This design comes from an exercise in tuning for small area and a short achievable clock period on the open sky130 flow, not from production work. Where RTL was checked, it was by simulation tests only, not by an equivalence proof against the original.

Setup of tundra:
==> module TMDS_Encoder, before the edit <==
module TMDS_Encoder #(
    parameter SYNC = 0               
) (
    input  wire       PixelClk,
    output reg  [9:0] pDataOutRaw,
    input  wire [7:0] pDataOut,
    input  wire       pC0,
    input  wire       pC1,
    input  wire       pVde,          
    input  wire       pVde_1,        
    input  wire       pVde_2         
);
wire [7:0] d = pDataOut;
wire a1 = d[1] | d[2] | d[3];
wire a2 = (d[1] & d[2]) | (d[1] & d[3]) | (d[2] & d[3]);
wire a3 = d[1] & d[2] & d[3];
wire e1 = d[4] | d[5], e2 = d[4] & d[5];
wire f1 = d[6] | d[7], f2 = d[6] & d[7];
wire b1 = e1 | f1;
wire b2 = e2 | f2 | (e1 & f1);
wire b3 = (e2 & f1) | (f2 & e1);
wire b4 = e2 & f2;
wire sel = b4 | (a1 & b3) | (a2 & b2) | (a3 & b1);
wire x12 = d[1] ^ d[2];
wire x34 = d[3] ^ d[4];
wire x56 = d[5] ^ d[6];
wire p2  = d[0] ^ x12;
wire p4  = p2 ^ x34;
wire p6  = p2 ^ (x34 ^ x56);
reg [3:0] pe_1;      
reg [3:0] nz_1;      
reg       sel_1;
wire [3:0] nz = ~({d[7], d[5], d[3], d[1]} ^ {4{sel}});
always @(posedge PixelClk) begin
    sel_1     <= sel;
    pe_1[3:2] <= {p6, p4};
    nz_1      <= nz;
    if (SYNC && !pVde) pe_1[1:0] <= {pC1, pC0};
    else               pe_1[1:0] <= {p2, d[0]};
end
wire [3:0] nz2 = nz_1;
wire [3:0] neg = nz2 & pe_1;
wire       m0  = ^nz2;
wire       m1  = (nz2[0] & nz2[1]) ^ (nz2[2] & nz2[3]) ^ ((nz2[0] ^ nz2[1]) & (nz2[2] ^ nz2[3]));
wire       m2  = &nz2;
wire [2:0] n   = neg[0] + neg[1] + neg[2] + neg[3];
wire [2:0] xh  = {1'b0, m2, m1} - n;
wire [3:0] X   = {xh, m0};
wire [7:0] q1;
genvar gk;
generate
    for (gk = 0; gk < 4; gk = gk + 1) begin : qm
        assign q1[2*gk]   = pe_1[gk];
        assign q1[2*gk+1] = ~(pe_1[gk] ^ nz_1[gk]);
    end
endgenerate
reg [7:0] q_2;
reg       sel_2;
reg [3:0] X_2;
always @(posedge PixelClk) begin
    sel_2   <= sel_1;
    X_2     <= X;
    q_2[0]  <= q1[0];
    q_2[7:2] <= q1[7:2];
    if (SYNC && !pVde_1) q_2[1] <= pe_1[1];    
    else                 q_2[1] <= q1[1];
end
reg  [3:0] c_3;
wire       q8  = ~sel_2;
wire       z   = (c_3 == 4'd0) || (X_2 == 4'd0);
wire       inv = z ? sel_2 : (c_3[3] ^ X_2[3]);
wire [3:0] s1  = c_3 + X_2 + {3'b000, q8};
wire [3:0] s0  = c_3 + ~X_2 + {3'b000, q8};
wire [9:0] tok  = {~(q_2[1] ^ q_2[0]), ~q_2[0], {8'b01010100 ^ {8{q_2[0]}}}};
wire [9:0] tok0 = 10'b1101010100;
always @(posedge PixelClk) begin
    c_3 <= pVde_2 ? (inv ? s1 : s0) : 4'd0;
    if (pVde_2)
        pDataOutRaw <= {inv, q8, q_2 ^ {8{inv}}};
    else
        pDataOutRaw <= SYNC ? tok : tok0;
end
endmodule
Settings: LEC_CHECK=0, CAP_MARGIN=20, CORE_MARGIN=2, CORE_UTILIZATION=60, SETUP_SLACK_MARGIN=2.2, SLEW_MARGIN=20; clock period 4.0 ns.
standard.sh (not shown) runs the stock make flow with config.mk's settings and CLKGATE_MAP_FILE= SYNTH_SCRIPT=/design/flow/synth_recipe.tcl, a recipe that flattens the netlist after the stock synthesis.
==> flow/flow/run.sh <==
#!/bin/bash
# Standard layout (the standard.sh) with these ORFS settings on top:
#  ADDER_MAP_FILE= : no adder cells in synthesis, ABC maps the adders as plain gates
#  ABC_AREA=1 with a copy of ORFS's scripts whose abc_area.script is flow/abc.script
#  BUFFER_PORTS_ARGS : the smallest buffer on each port
set -e
SD=$PWD/scripts_abc
rm -rf "$SD"
cp -r "$FLOW_HOME/scripts" "$SD"
cp flow/abc.script "$SD/abc_area.script"
bash standard.sh SCRIPTS_DIR="$SD" ADDER_MAP_FILE= ABC_AREA=1 "BUFFER_PORTS_ARGS=-buffer_cell sky130_fd_sc_hd__buf_1" "CTS_ARGS=-sink_clustering_enable -repair_clock_nets -dont_use_dummy_load" > standard.log 2>&1
==> flow/flow/abc.script <==
strash
&get -n
&st
&syn2
&b -d
&dch -f
&nf -R 50
&put
buffer -c
topo
stime -c
upsize -c
dnsize -c
Inputs modified between tundra and fjord:
--- a/flow/design.v
+++ b/flow/design.v
@@ -12,16 +12,14 @@
 );
 wire [7:0] d = pDataOut;
 wire a1 = d[1] | d[2] | d[3];
 wire a2 = (d[1] & d[2]) | (d[1] & d[3]) | (d[2] & d[3]);
 wire a3 = d[1] & d[2] & d[3];
-wire e1 = d[4] | d[5], e2 = d[4] & d[5];
-wire f1 = d[6] | d[7], f2 = d[6] & d[7];
-wire b1 = e1 | f1;
-wire b2 = e2 | f2 | (e1 & f1);
-wire b3 = (e2 & f1) | (f2 & e1);
-wire b4 = e2 & f2;
+wire b1 = d[4] | d[5] | d[6] | d[7];
+wire b2 = ((d[4] | d[5]) & (d[6] | d[7])) | (d[4] & d[5]) | (d[6] & d[7]);
+wire b3 = ((d[4] & d[5]) & (d[6] | d[7])) | ((d[6] & d[7]) & (d[4] | d[5]));
+wire b4 = d[4] & d[5] & d[6] & d[7];
 wire sel = b4 | (a1 & b3) | (a2 & b2) | (a3 & b1);
 wire x12 = d[1] ^ d[2];
 wire x34 = d[3] ^ d[4];
 wire x56 = d[5] ^ d[6];
 wire p2  = d[0] ^ x12;
## What came out
tundra finished end to end and its layout was clean on timing, DRC and antenna.
fjord | stages: all done | timing, DRC, antenna: all pass
Total track usage was lower in the run labelled fjord.
On core utilization, the higher figure sits with fjord, not tundra.
The initial core utilization was comparable across fjord and tundra.
Number of resized instances in the post-cts repair step, fjord and tundra: lower on tundra
For the worst setup margin, fjord came in 0.010 ns higher than tundra did.
NOTE number of placed cells counting well taps tundra->fjord decreased slightly

========
Setup of job 101:
rgb2dvi, a different RTL version from the one above (not shown whole).
Size in the first run: ~510 cells after synthesis, ~110 flip-flops, ~4800 sq um of cells after synthesis.
==> module TMDS_Encoder, before the edit <==
module TMDS_Encoder #(
    parameter SYNC = 0               
) (
    input  wire       PixelClk,
    output reg  [9:0] pDataOutRaw,
    input  wire [7:0] pDataOut,
    input  wire       pC0,
    input  wire       pC1,
    input  wire       pVde,          
    input  wire       pVde_1,        
    input  wire       pVde_2         
);
wire [7:0] d = pDataOut;
wire a1 = d[1] | d[2] | d[3];
wire a2 = (d[1] & d[2]) | (d[1] & d[3]) | (d[2] & d[3]);
wire a3 = d[1] & d[2] & d[3];
wire b1 = d[4] | d[5] | d[6] | d[7];
wire b2 = ((d[4] | d[5]) & (d[6] | d[7])) | (d[4] & d[5]) | (d[6] & d[7]);
wire b3 = ((d[4] & d[5]) & (d[6] | d[7])) | ((d[6] & d[7]) & (d[4] | d[5]));
wire b4 = d[4] & d[5] & d[6] & d[7];
wire sel = b4 | (a1 & b3) | (a2 & b2) | (a3 & b1);
wire x12 = d[1] ^ d[2];
wire x34 = d[3] ^ d[4];
wire x56 = d[5] ^ d[6];
wire p2  = d[0] ^ x12;
wire p4  = p2 ^ x34;
wire p6  = p2 ^ (x34 ^ x56);
reg [3:0] pe_1;      
reg [3:0] nz_1;      
reg       sel_1;
wire [3:0] nz = ~({d[7], d[5], d[3], d[1]} ^ {4{sel}});
always @(posedge PixelClk) begin
    sel_1     <= sel;
    pe_1[3:1] <= {p6, p4, p2};
    nz_1[3:1] <= nz[3:1];
    if (SYNC && !pVde) {nz_1[0], pe_1[0]} <= {pC1, pC0};
    else               {nz_1[0], pe_1[0]} <= {nz[0], d[0]};
end
function [2:0] psum;
    input [1:0] nz;
    input [1:0] pe;
    begin
        psum[0] = nz[0] ^ nz[1];
        psum[2] = (nz[0] & pe[0] & (~nz[1] | pe[1])) | (nz[1] & pe[1] & (~nz[0] | pe[0]));
        psum[1] = (nz[0] & nz[1] & ~(pe[0] ^ pe[1])) | (psum[0] & (nz[0] ? pe[0] : pe[1]));
    end
endfunction
wire [2:0] wa = psum(nz_1[1:0], pe_1[1:0]);
wire [2:0] wb = psum(nz_1[3:2], pe_1[3:2]);
wire [3:0] X  = {wa[2], wa} + {wb[2], wb};
wire [7:0] q1;
genvar gk;
generate
    for (gk = 0; gk < 4; gk = gk + 1) begin : qm
        assign q1[2*gk]   = pe_1[gk];
        assign q1[2*gk+1] = ~(pe_1[gk] ^ nz_1[gk]);
    end
endgenerate
reg [7:0] q_2;
reg       sel_2;
reg [3:0] X_2;
always @(posedge PixelClk) begin
    sel_2   <= sel_1;
    X_2     <= X;
    q_2[0]  <= q1[0];
    q_2[7:2] <= q1[7:2];
    if (SYNC && !pVde_1) q_2[1] <= nz_1[0];    
    else                 q_2[1] <= q1[1];
end
reg  [3:0] c_3;
wire       q8   = ~sel_2;
wire       cz   = (c_3 == 4'd0);
wire       xz   = (X_2 == 4'd0);
wire       invb = xz ? sel_2 : (c_3[3] ^ X_2[3]);
wire       inv  = cz ? sel_2 : invb;
wire [3:0] s1   = c_3 + X_2 + {3'b000, q8};
wire [3:0] s0   = c_3 + ~X_2 + {3'b000, q8};
wire [3:0] cnb  = invb ? s1 : s0;
wire [3:0] cnz  = sel_2 ? X_2 : (4'd0 - X_2);
wire [3:0] c_n  = cz ? cnz : cnb;
wire [9:0] tok  = {~(q_2[1] ^ q_2[0]), ~q_2[0], {8'b01010100 ^ {8{q_2[0]}}}};
wire [9:0] tok0 = 10'b1101010100;
always @(posedge PixelClk) begin
    c_3 <= pVde_2 ? c_n : 4'd0;
    if (pVde_2)
        pDataOutRaw <= {inv, q8, q_2 ^ {8{inv}}};
    else
        pDataOutRaw <= SYNC ? tok : tok0;
end
endmodule
==> flow/config.mk <==
export PLATFORM = sky130hd
export DESIGN_NAME = rgb2dvi
export DESIGN_NICKNAME = rgb2dvi
export VERILOG_FILES = /design/flow/design.v
export SDC_FILE = /design/flow/constraint.sdc
export NUM_CORES = 4
export LEC_CHECK = 0
export CAP_MARGIN = 20
export CORE_MARGIN = 2
export CORE_UTILIZATION = 60
export SLEW_MARGIN = 20
==> flow/constraint.sdc <==
create_clock -name core_clock -period 4.0 [get_ports {PixelClk}]
set_input_delay 0.8000 -clock core_clock [delete_from_list [all_inputs] [get_ports {PixelClk}]]
set_output_delay 0.8000 -clock core_clock [all_outputs]
set_load 0.01 [all_outputs]
==> flow/flow/run.sh <==
#!/bin/bash
# Standard layout (the standard.sh) with these ORFS settings on top:
#  ADDER_MAP_FILE= : no adder cells in synthesis, ABC maps the adders as plain gates
#  ABC_AREA=1 with a copy of ORFS's scripts whose abc_area.script is flow/abc.script
#  BUFFER_PORTS_ARGS : the smallest buffer on each port
set -e
SD=$PWD/scripts_abc
rm -rf "$SD"
cp -r "$FLOW_HOME/scripts" "$SD"
cp flow/abc.script "$SD/abc_area.script"
bash standard.sh SCRIPTS_DIR="$SD" ADDER_MAP_FILE= ABC_AREA=1 "BUFFER_PORTS_ARGS=-buffer_cell sky130_fd_sc_hd__buf_1" "CTS_ARGS=-sink_clustering_enable -repair_clock_nets -dont_use_dummy_load -sink_clustering_size 28" > standard.log 2>&1
==> flow/flow/abc.script <==
strash
dc2
&get -n
&dch -f
&nf
&put
buffer -c
topo
stime -c
upsize -c
dnsize -c
Here is what was changed in the inputs of job 105 compared with job 101.
--- a/flow/design.v
+++ b/flow/design.v
@@ -37,16 +37,12 @@
     else               {nz_1[0], pe_1[0]} <= {nz[0], d[0]};
 end
-function [2:0] psum;
-    input [1:0] nz;
-    input [1:0] pe;
-    begin
-        psum[0] = nz[0] ^ nz[1];
-        psum[2] = (nz[0] & pe[0] & (~nz[1] | pe[1])) | (nz[1] & pe[1] & (~nz[0] | pe[0]));
-        psum[1] = (nz[0] & nz[1] & ~(pe[0] ^ pe[1])) | (psum[0] & (nz[0] ? pe[0] : pe[1]));
-    end
-endfunction
-wire [2:0] wa = psum(nz_1[1:0], pe_1[1:0]);
-wire [2:0] wb = psum(nz_1[3:2], pe_1[3:2]);
-wire [3:0] X  = {wa[2], wa} + {wb[2], wb};
+wire [3:0] nz2 = nz_1;
+wire [3:0] neg = nz2 & pe_1;
+wire       m0  = ^nz2;
+wire       m1  = (nz2[0] & nz2[1]) ^ (nz2[2] & nz2[3]) ^ ((nz2[0] ^ nz2[1]) & (nz2[2] ^ nz2[3]));
+wire       m2  = &nz2;
+wire [2:0] n   = neg[0] + neg[1] + neg[2] + neg[3];
+wire [2:0] xh  = {1'b0, m2, m1} - n;
+wire [3:0] X   = {xh, m0};
 wire [7:0] q1;
 genvar gk;
Findings:
Effective utilization at floorplan: job 101 vs job 105 — no meaningful difference. Job 105 vs. job 101: time the worst path needs with I/O delays and setup went up by 0.013 ns. Per the comparison of job 105 with job 101, share of layout cells above drive strength 1 -2.9 points, worst relative slew slack increased 6.5 points, CTS sink count now sits at about the same level. Between job 101 and job 105, first-pass GRT wire length increased. Relative to job 101, overall global routing resource usage has increased by 0.85 points in job 105. From job 101 to job 105 the numbers moved as follows: clock network contribution to total cell area held; synthesized cell count went up by 20.
Function was not checked in any run of this note: the RTL went through the layout flow alone.

[afterwards: timing with drivers on the ports]
In the flow no input, the clock included, has a driving cell. The finished layouts below were timed again as built, in two steps. Step 1, drivers: a clkbuf_16 drives PixelClk and a buf_2 each remaining input, both assumed. Step 2, shift: input delay + t, output delay - t, t = (earliest + latest rising clock arrival at the registers) / 2. This alone moves slack from input paths to output paths. a / b / c = ideal ports / drivers / drivers and shift; a / b = the first two.
| run | shift t [ns] | setup slack, ns | clock arrival spread, ns | worst data-port slew with drivers (ns) |
|---|---|---|---|---|
| tundra | 0.381 | 2.274 / 2.286 / 1.906 | 0.032 / 0.031 | 0.04 |
| fjord | 0.374 | 2.285 / 2.291 / 1.918 | 0.023 / 0.023 | 0.04 |
| job 101 | 0.386 | 1.893 / 1.893 / 1.735 | 0.039 / 0.038 | 0.04 |
| job 105 | 0.380 | 1.880 / 1.880 / 1.809 | 0.032 / 0.032 | 0.04 |
After both steps setup and hold are still met in every run listed. For tundra, which loses most, drivers alone change the setup slack by +0.012 ns; drivers and shift together by -0.368 ns.
